Source: an optimization exercise on an open RTL-to-GDS flow (aim: small area). Production flows keep margins and buffers that such runs may drop. In this exercise RTL edits were held to simulation tests only and were not proved equivalent to the original.

==> job 155: inputs <==
// hdr_core
module hdr_core(
    input  wire       clk,
    input  wire       rst,         
    input  wire       pix_stb,     
    input  wire       animate,     
    input  wire [9:0] x,           
    input  wire [9:0] y,           
    input  wire       btnL,        
    input  wire       btnD,
    input  wire       btnU,
    input  wire       btnR,
    input  wire       pause,       
    output wire [2:0] vgaRed,
    output wire [2:0] vgaGreen,
    output wire [2:0] vgaBlue
    );
==> module hdr_lane, before the edit <==
module hdr_lane #(parameter [1:0] IR = 2'd0) (
    input  wire       clk,
    input  wire       rst,
    input  wire       tick,
    input  wire       btn,
    output reg  [8:0] yc,
    output wire [2:0] code
    );
    reg       mtb, dir;
    reg [1:0] cs, rs;
    wire restart = rst | mtb | btn;
    wire ge   = yc[8] & yc[7] & yc[6] & (yc[4] | (yc[3] & yc[2]));    
    wire run  = ~restart & ~ge;
    wire mv   = run & tick;
    wire [2:0] sp = {1'b0, cs} + 3'd3;
    wire [5:0] dl = ~mv ? 6'd0 : dir ? {3'b000, sp} : 6'b111111;
    wire [6:0] lo = {1'b0, yc[5:0]} + {1'b0, dl};
    wire [2:0] hi = yc[8:6] + {2'b0, lo[6] & dir};
    always @(posedge clk) begin
        yc  <= restart ? 9'd50 : {hi, lo[5:0]};
        mtb <= ~restart & ge;
        if (restart) cs <= rs;
        rs  <= rst ? IR : run ? rs + 2'd1 : rs;
        dir <= ~rst & (dir | (run & (yc[5:0] == 6'd15)));
    end
    wire c1 = (yc >= 9'd321);
    wire c3 = (yc >= 9'd351) && (yc <= 9'd449);
    wire c5 = (yc >= 9'd391) && (yc <= 9'd409);
    assign code = {c5, c3 & ~c5, c1};
endmodule
==> module hdr_acc, before the edit <==
module hdr_acc (
    input  wire       clk,
    input  wire       rst,
    input  wire [4:0] h,
    output reg  [3:0] d5, d4, d3, d2, d1,
    output reg  [2:0] d0h
    );
    reg m;
    wire [4:0] s2 = {1'b0, d2} + h;                          
    wire ge20 = s2[4] & (s2[3] | s2[2]);
    wire ge10 = s2[4] | (s2[3] & (s2[2] | s2[1]));
    wire [3:0] u2 = s2[3:0] + (ge20 ? 4'd12 : ge10 ? 4'd6 : 4'd0);    
    wire [1:0] c2 = {ge20, ge10 & ~ge20};
    wire [4:0] s3 = {1'b0, d3} + {3'b0, c2};                 
    wire c3 = s3[3] & (s3[2] | s3[1]);
    wire [3:0] u3 = c3 ? {3'b000, s3[0]} : s3[3:0];
    wire c4i = c3 & (d4 == 4'd9);
    wire [3:0] u4 = c4i ? 4'd0 : d4 + {3'b0, c3};
    wire c5i = c4i & (d5 == 4'd9);
    wire [3:0] u5 = c5i ? 4'd0 : d5 + {3'b0, c4i};
    wire um = m | c5i;
    wire b = ~(d1[3] | (d1[2] & d1[1] & d1[0] & d0h[1] & d0h[0]));    
    wire u45 = u4[2] & u4[0];
    wire nb  = ~b;
    wire u2ge = u2[3] | (u2[2] & (u2[1] | (u2[0] & nb)));
    wire wrap = um & (u45 | (u4[2] & u3[3] & (u3[0] | u2ge)));
    wire [1:0] k = u45 ? 2'd2 : {1'b0, u3[0]};
    wire [4:0] w = {k, 3'b000} + {1'b0, k, 1'b0} + {1'b0, u2} - 5'd5 - {4'b0, b};   
    wire [3:0] w2 = (w >= 5'd20) ? w - 5'd20 : (w >= 5'd10) ? w - 5'd10 : w;
    wire [1:0] w3 = (w >= 5'd20) ? 2'd2 : (w >= 5'd10) ? 2'd1 : 2'd0;
    wire [2:0] l0s = d0h + 3'd2;                 
    wire l0c = (l0s >= 3'd5);
    wire [2:0] l0 = l0c ? l0s - 3'd5 : l0s;
    wire [3:0] l1s = d1 + 4'd2 + {3'b0, l0c};
    wire [3:0] l1 = (l1s >= 4'd10) ? l1s - 4'd10 : l1s;
    always @(posedge clk) begin
        if (rst) begin
            m <= 1'b0; d5 <= 4'd0; d4 <= 4'd0; d3 <= 4'd0; d2 <= 4'd0; d1 <= 4'd0; d0h <= 3'd0;
        end else if (wrap) begin
            m <= 1'b0; d5 <= 4'd0; d4 <= 4'd0; d3 <= {2'b0, w3}; d2 <= w2;
            d1 <= l1; d0h <= l0;
        end else begin
            m <= um; d5 <= u5; d4 <= u4; d3 <= u3; d2 <= u2;
        end
    end
endmodule
export LEC_CHECK = 0
export CAP_MARGIN = 20
export CORE_MARGIN = 2
export CORE_UTILIZATION = 60
export CTS_BUF_LIST = sky130_fd_sc_hd__clkbuf_8
export SLEW_MARGIN = 20
create_clock -name core_clock -period 20.0 [get_ports {clk}]
standard.sh (not shown) runs the stock make flow with config.mk's settings and CLKGATE_MAP_FILE= SYNTH_SCRIPT=/design/flow/synth_recipe.tcl, a recipe that flattens the netlist after the stock synthesis.
==> flow/flow/run.sh <==
#!/bin/bash
# The standard layout (standard.sh), with one change in how it is made: the port
# buffers that buffer_ports inserts are the smallest buffer (buf_1) instead of the
# resizer's default pick. The make output goes to standard_make.log; ORFS keeps each
# step's log under orfs/logs/.
set -euo pipefail
export BUFFER_PORTS_ARGS="-buffer_cell sky130_fd_sc_hd__buf_1"
bash standard.sh > standard_make.log 2>&1
==> inputs of job 9044, as changes to job 155 <==
--- a/flow/design.v
+++ b/flow/design.v
@@ -6,10 +6,11 @@
     output reg  [8:0] yc,
     output wire [2:0] code
     );
-    reg       mtb, dir;
+    reg       dir;
     reg [1:0] cs, rs;
-    wire restart = rst | mtb | btn;
     wire ge   = yc[8] & yc[7] & yc[6] & (yc[4] | (yc[3] & yc[2]));    
+    wire mtb  = ge & ~dir;
+    wire restart = rst | mtb | btn;
     wire run  = ~restart & ~ge;
     wire mv   = run & tick;
     wire [2:0] sp = {1'b0, cs} + 3'd3;
@@ -18,10 +19,9 @@
     wire [2:0] hi = yc[8:6] + {2'b0, lo[6] & dir};
     always @(posedge clk) begin
         yc  <= restart ? 9'd50 : {hi, lo[5:0]};
-        mtb <= ~restart & ge;
         if (restart) cs <= rs;
         rs  <= rst ? IR : run ? rs + 2'd1 : rs;
-        dir <= ~rst & (dir | (run & (yc[5:0] == 6'd15)));
+        dir <= ~rst & (restart ? (dir | ge) : ~ge & (dir | (yc[5:0] == 6'd15)));
     end
     wire c1 = (yc >= 9'd321);
     wire c3 = (yc >= 9'd351) && (yc <= 9'd449);
@@ -54,10 +54,9 @@
     wire nb  = ~b;
     wire u2ge = u2[3] | (u2[2] & (u2[1] | (u2[0] & nb)));
     wire wrap = um & (u45 | (u4[2] & u3[3] & (u3[0] | u2ge)));
-    wire [1:0] k = u45 ? 2'd2 : {1'b0, u3[0]};
-    wire [4:0] w = {k, 3'b000} + {1'b0, k, 1'b0} + {1'b0, u2} - 5'd5 - {4'b0, b};   
-    wire [3:0] w2 = (w >= 5'd20) ? w - 5'd20 : (w >= 5'd10) ? w - 5'd10 : w;
-    wire [1:0] w3 = (w >= 5'd20) ? 2'd2 : (w >= 5'd10) ? 2'd1 : 2'd0;
+    wire [3:0] e  = u2 + 4'd5 - {3'b0, b};
+    wire [3:0] w2 = u2ge ? e - 4'd10 : e;
+    wire [1:0] w3 = {u45 & u2ge, u45 ? ~u2ge : (u3[0] & u2ge)};
     wire [2:0] l0s = d0h + 3'd2;                 
     wire l0c = (l0s >= 3'd5);
     wire [2:0] l0 = l0c ? l0s - 3'd5 : l0s;
==> flow/flow/run.sh (replaced) <==
#!/bin/bash
# The standard layout (standard.sh) with two changes in how it is made:
# - synthesis maps the logic with an area-oriented ABC script (flow/area.abc) and without
#   the adder-cell extraction; everything else in it is ORFS's and the standard flow's synthesis
#   (synth_recipe.tcl: synth -nofsm -noshare, flatten, rename), so the registers are the same;
# - the port buffers that buffer_ports inserts are the smallest buffer (buf_1);
# - clock tree synthesis adds no dummy loads (CTS_ARGS: ORFS's own arguments plus
#   -dont_use_dummy_load).
# The make output goes to standard_make.log; ORFS keeps each step's log under orfs/logs/.
set -euo pipefail
W=$(pwd)
# ORFS's synthesis script, its ABC call given flow/area.abc
sed 's#^  log_cmd abc {\*}$abc_args$#  log_cmd abc {*}[lreplace $abc_args 1 1 '"$W"'/flow/area.abc]#' \
    "$FLOW_HOME/scripts/synth.tcl" > "$W/synth_area.tcl"
grep -q "flow/area.abc" "$W/synth_area.tcl"
# The standard flow's synthesis wrapper around it
sed 's#source $::env(SCRIPTS_DIR)/synth.tcl#source '"$W"'/synth_area.tcl#' "$W/synth_recipe.tcl" > "$W/area_synth.tcl"
grep -q "synth_area.tcl" "$W/area_synth.tcl"
# standard.sh with that synthesis script
S=$(grep -o 'SYNTH_SCRIPT=[^ ]*' "$W/standard.sh")
NEW="$W/area_synth.tcl"
if [[ "$S" == */srcline/synth.tcl ]]; then
  sed "s#$W/synth_recipe.tcl#$W/area_synth.tcl#g" "$W/srcline/synth.tcl" > "$W/srcline_area_synth.tcl"
  NEW="$W/srcline_area_synth.tcl"
fi
sed "s#$S#SYNTH_SCRIPT=$NEW#" "$W/standard.sh" > "$W/area_standard.sh"
grep -q "SYNTH_SCRIPT=$NEW" "$W/area_standard.sh"
export ADDER_MAP_FILE=
export BUFFER_PORTS_ARGS="-buffer_cell sky130_fd_sc_hd__buf_1"
export CTS_ARGS="-sink_clustering_enable -repair_clock_nets -dont_use_dummy_load -buf_list sky130_fd_sc_hd__clkbuf_4 -root_buf sky130_fd_sc_hd__clkbuf_8 -sink_clustering_size 8 -sink_clustering_max_diameter 60"
bash "$W/area_standard.sh" > standard_make.log 2>&1
==> flow/flow/area.abc (new file) <==
strash
&get -n
&deepsyn -J 30 -T 300
&put
dch -f
amap -F 4 -A 8
--- a/flow/config.mk
+++ b/flow/config.mk
@@ -8,5 +8,5 @@
 export CAP_MARGIN = 20
 export CORE_MARGIN = 2
 export CORE_UTILIZATION = 60
-export CTS_BUF_LIST = sky130_fd_sc_hd__clkbuf_8
+export CTS_BUF_LIST = sky130_fd_sc_hd__clkbuf_4
 export SLEW_MARGIN = 20
==> inputs of job 3803, as changes to job 155 <==
==> flow/flow/run.sh (replaced) <==
#!/bin/bash
# Standard layout with two changes in how it is made:
# - the port buffers are the smallest buffer (buf_1) instead of the resizer's default pick;
# - non-critical gates are downsized after global routing (ORFS RECOVER_POWER).
set -euo pipefail
export BUFFER_PORTS_ARGS="-buffer_cell sky130_fd_sc_hd__buf_1"
export RECOVER_POWER=100
bash standard.sh > standard_make.log 2>&1
==> inputs of job 4181, as changes to job 155 <==
==> flow/flow/run.sh (replaced) <==
#!/bin/bash
# The standard layout (standard.sh) with two changes in how it is made:
# - synthesis maps the logic with an area-oriented ABC script (flow/area.abc) and without
#   the adder-cell extraction; everything else in it is ORFS's and the standard flow's synthesis
#   (synth_recipe.tcl: synth -nofsm -noshare, flatten, rename), so the registers are the same;
# - the port buffers that buffer_ports inserts are the smallest buffer (buf_1).
# The make output goes to standard_make.log; ORFS keeps each step's log under orfs/logs/.
set -euo pipefail
W=$(pwd)
# ORFS's synthesis script, its ABC call given flow/area.abc
sed 's#^  log_cmd abc {\*}$abc_args$#  log_cmd abc {*}[lreplace $abc_args 1 1 '"$W"'/flow/area.abc]#' \
    "$FLOW_HOME/scripts/synth.tcl" > "$W/synth_area.tcl"
grep -q "flow/area.abc" "$W/synth_area.tcl"
# The standard flow's synthesis wrapper around it
sed 's#source $::env(SCRIPTS_DIR)/synth.tcl#source '"$W"'/synth_area.tcl#' "$W/synth_recipe.tcl" > "$W/area_synth.tcl"
grep -q "synth_area.tcl" "$W/area_synth.tcl"
# standard.sh with that synthesis script
S=$(grep -o 'SYNTH_SCRIPT=[^ ]*' "$W/standard.sh")
NEW="$W/area_synth.tcl"
if [[ "$S" == */srcline/synth.tcl ]]; then
  sed "s#$W/synth_recipe.tcl#$W/area_synth.tcl#g" "$W/srcline/synth.tcl" > "$W/srcline_area_synth.tcl"
  NEW="$W/srcline_area_synth.tcl"
fi
sed "s#$S#SYNTH_SCRIPT=$NEW#" "$W/standard.sh" > "$W/area_standard.sh"
grep -q "SYNTH_SCRIPT=$NEW" "$W/area_standard.sh"
export ADDER_MAP_FILE=
export BUFFER_PORTS_ARGS="-buffer_cell sky130_fd_sc_hd__buf_1"
bash "$W/area_standard.sh" > standard_make.log 2>&1
==> flow/flow/area.abc (new file) <==
strash
ifraig
dc2
dch -f
amap
topo
==> impl_metrics.prom <==
# TYPE chip_impl_metric gauge
chip_impl_metric{name="bufAreaShareNonClock",unit="%"} 1.83
chip_impl_metric{name="synth_seq_cells",unit=""} 92
chip_impl_metric{name="synth-xor-area-share",unit="%"} 7.18
chip_impl_metric{name="power_density",unit="mW/mm^2"} 45.8
chip_impl_metric{name="critical_path_required",unit="ps"} 20320
chip_impl_info{name="run_status",value="timing/DRC/antenna clean"} 1
chip_impl_metric{name="min_clock_period_post_route",unit="ps"} 7850
chip_impl_metric{name="skew",unit="ps"} 22.7
chip_impl_metric{name="finalNonFillerCells",unit=""} 1182
chip_impl_metric{name="clock_power_share",unit="%"} 31.8
chip_impl_metric{name="place.gp.congestion",unit=""} 0.954
chip_impl_info{name="hold_path.startpoint",value="laneL.rs[1]"} 1
chip_impl_metric{name="timing.critical_path.fanout_max",unit=""} 43
chip_impl_metric{name="slew_violations",unit=""} 0
chip_impl_metric{name="route.layer.met1.wl",unit="um"} 8750
chip_impl_info{name="cell_type_group_with_the_largest_total_delay_on_the_critical_path",value="compound AO/OA/AOI/OAI gates"} 1
chip_impl_metric{name="seq_power_share",unit="%"} 48.7
chip_impl_metric{name="finalWirelength",unit="um"} 20400
-- figures above: job 155

==> impl_metrics.prom <==
# TYPE chip_impl_metric gauge
chip_impl_info{name="run_status",value="failed layout checks"} 1
chip_impl_info{name="violations",value="max-capacitance violations, max-slew violations"} 1
chip_impl_metric{name="slew_violations",unit=""} 39
chip_impl_metric{name="timing.critical_path.fanout_max",unit=""} 38
chip_impl_metric{name="place.gp.congestion",unit=""} 0.954
chip_impl_metric{name="bufAreaShareNonClock",unit="%"} 1.74
chip_impl_metric{name="route.layer.met1.wl",unit="um"} 8640
chip_impl_metric{name="critical_path_required",unit="ps"} 20270
chip_impl_metric{name="clock_power_share",unit="%"} 31.9
chip_impl_metric{name="max_cap_viol_count",unit=""} 1
chip_impl_info{name="hold_path.startpoint",value="laneL.rs[1]"} 1
chip_impl_metric{name="synth-xor-area-share",unit="%"} 7.18
chip_impl_metric{name="finalWirelength",unit="um"} 20400
chip_impl_metric{name="min_clock_period_post_route",unit="ps"} 8250
-- figures above: job 3803

==> impl_metrics.prom <==
# TYPE chip_impl_metric gauge
chip_impl_metric{name="synth-xor-area-share",unit="%"} 0
chip_impl_metric{name="synth_seq_cells",unit=""} 92
chip_impl_metric{name="clock_power_share",unit="%"} 30.5
chip_impl_metric{name="power_density",unit="mW/mm^2"} 52.7
chip_impl_info{name="run_status",value="timing/DRC/antenna clean"} 1
chip_impl_metric{name="seq_power_share",unit="%"} 51.9
chip_impl_info{name="hold_path.startpoint",value="laneR.rs[0]"} 1
chip_impl_metric{name="finalNonFillerCells",unit=""} 1203
chip_impl_metric{name="finalWirelength",unit="um"} 18100
chip_impl_metric{name="min_clock_period_post_route",unit="ps"} 9160
chip_impl_metric{name="route.layer.met1.wl",unit="um"} 8650
-- figures above: job 4181

==> impl_metrics.prom <==
# TYPE chip_impl_metric gauge
chip_impl_info{name="run_status",value="timing/DRC/antenna clean"} 1
chip_impl_metric{name="critical_path_required",unit="ps"} 20290
chip_impl_metric{name="number_of_buffers_inserted_for_hold_repair_after_clock_tree_synthesis",unit=""} 0
chip_impl_metric{name="synth_seq_cells",unit=""} 88
chip_impl_metric{name="clock_power_share",unit="%"} 28.2
chip_impl_metric{name="power_density",unit="mW/mm^2"} 54.1
chip_impl_info{name="cell_type_group_with_the_largest_total_delay_on_the_critical_path",value="simple AND/OR/NAND/NOR gates"} 1
chip_impl_metric{name="min_clock_period_post_route",unit="ps"} 9400
chip_impl_info{name="hold_path.startpoint",value="laneR.rs[1]"} 1
chip_impl_metric{name="syn_to_final_growth",unit="%"} 6.45
chip_impl_metric{name="synth-xor-area-share",unit="%"} 0
chip_impl_metric{name="skew",unit="ps"} 31.4
chip_impl_metric{name="post_cts_resized",unit=""} 0
chip_impl_metric{name="slew_violations",unit=""} 0
chip_impl_metric{name="route.layer.met1.wl",unit="um"} 7060
chip_impl_metric{name="buffer_ports.inserted",unit=""} 37
chip_impl_metric{name="multi_input_area_share",unit="%"} 56.2
chip_impl_metric{name="bufAreaShareNonClock",unit="%"} 2.55
chip_impl_metric{name="timing.critical_path.fanout_max",unit=""} 14
chip_impl_metric{name="finalWirelength",unit="um"} 17100
-- figures above: job 9044

==> re-timing with driven ports <==
In the flow no input, the clock included, has a driving cell. The finished layouts below were timed again as built, in two steps. Step 1 sets driving cells, clkbuf_16 on the clock port and buf_2 on the other inputs (assumed; they add their load-dependent delay and slew). Step 2 times the ports against the registers' clock, not the clock port: input delays grow and output delays shrink by t, the midpoint of the rising clock arrivals with the driver on. Three values: ideal, step 1, step 2; two values: the first two.
| run | t (ns) | setup WS [ns] | pins driven straight from the clock port |
|---|---|---|---|
| job 155 | 0.419 | 12.152 / 12.162 / 11.743 | 1 |
| job 9044 | 0.390 | 10.601 / 10.607 / 10.217 | 1 |
| job 3803 | 0.417 | 11.750 / 11.766 / 11.349 | 1 |
| job 4181 | 0.406 | 10.839 / 10.844 / 10.438 | 1 |
For job 155, which loses most, drivers alone change the setup slack by +0.010 ns; drivers and shift together by -0.409 ns.
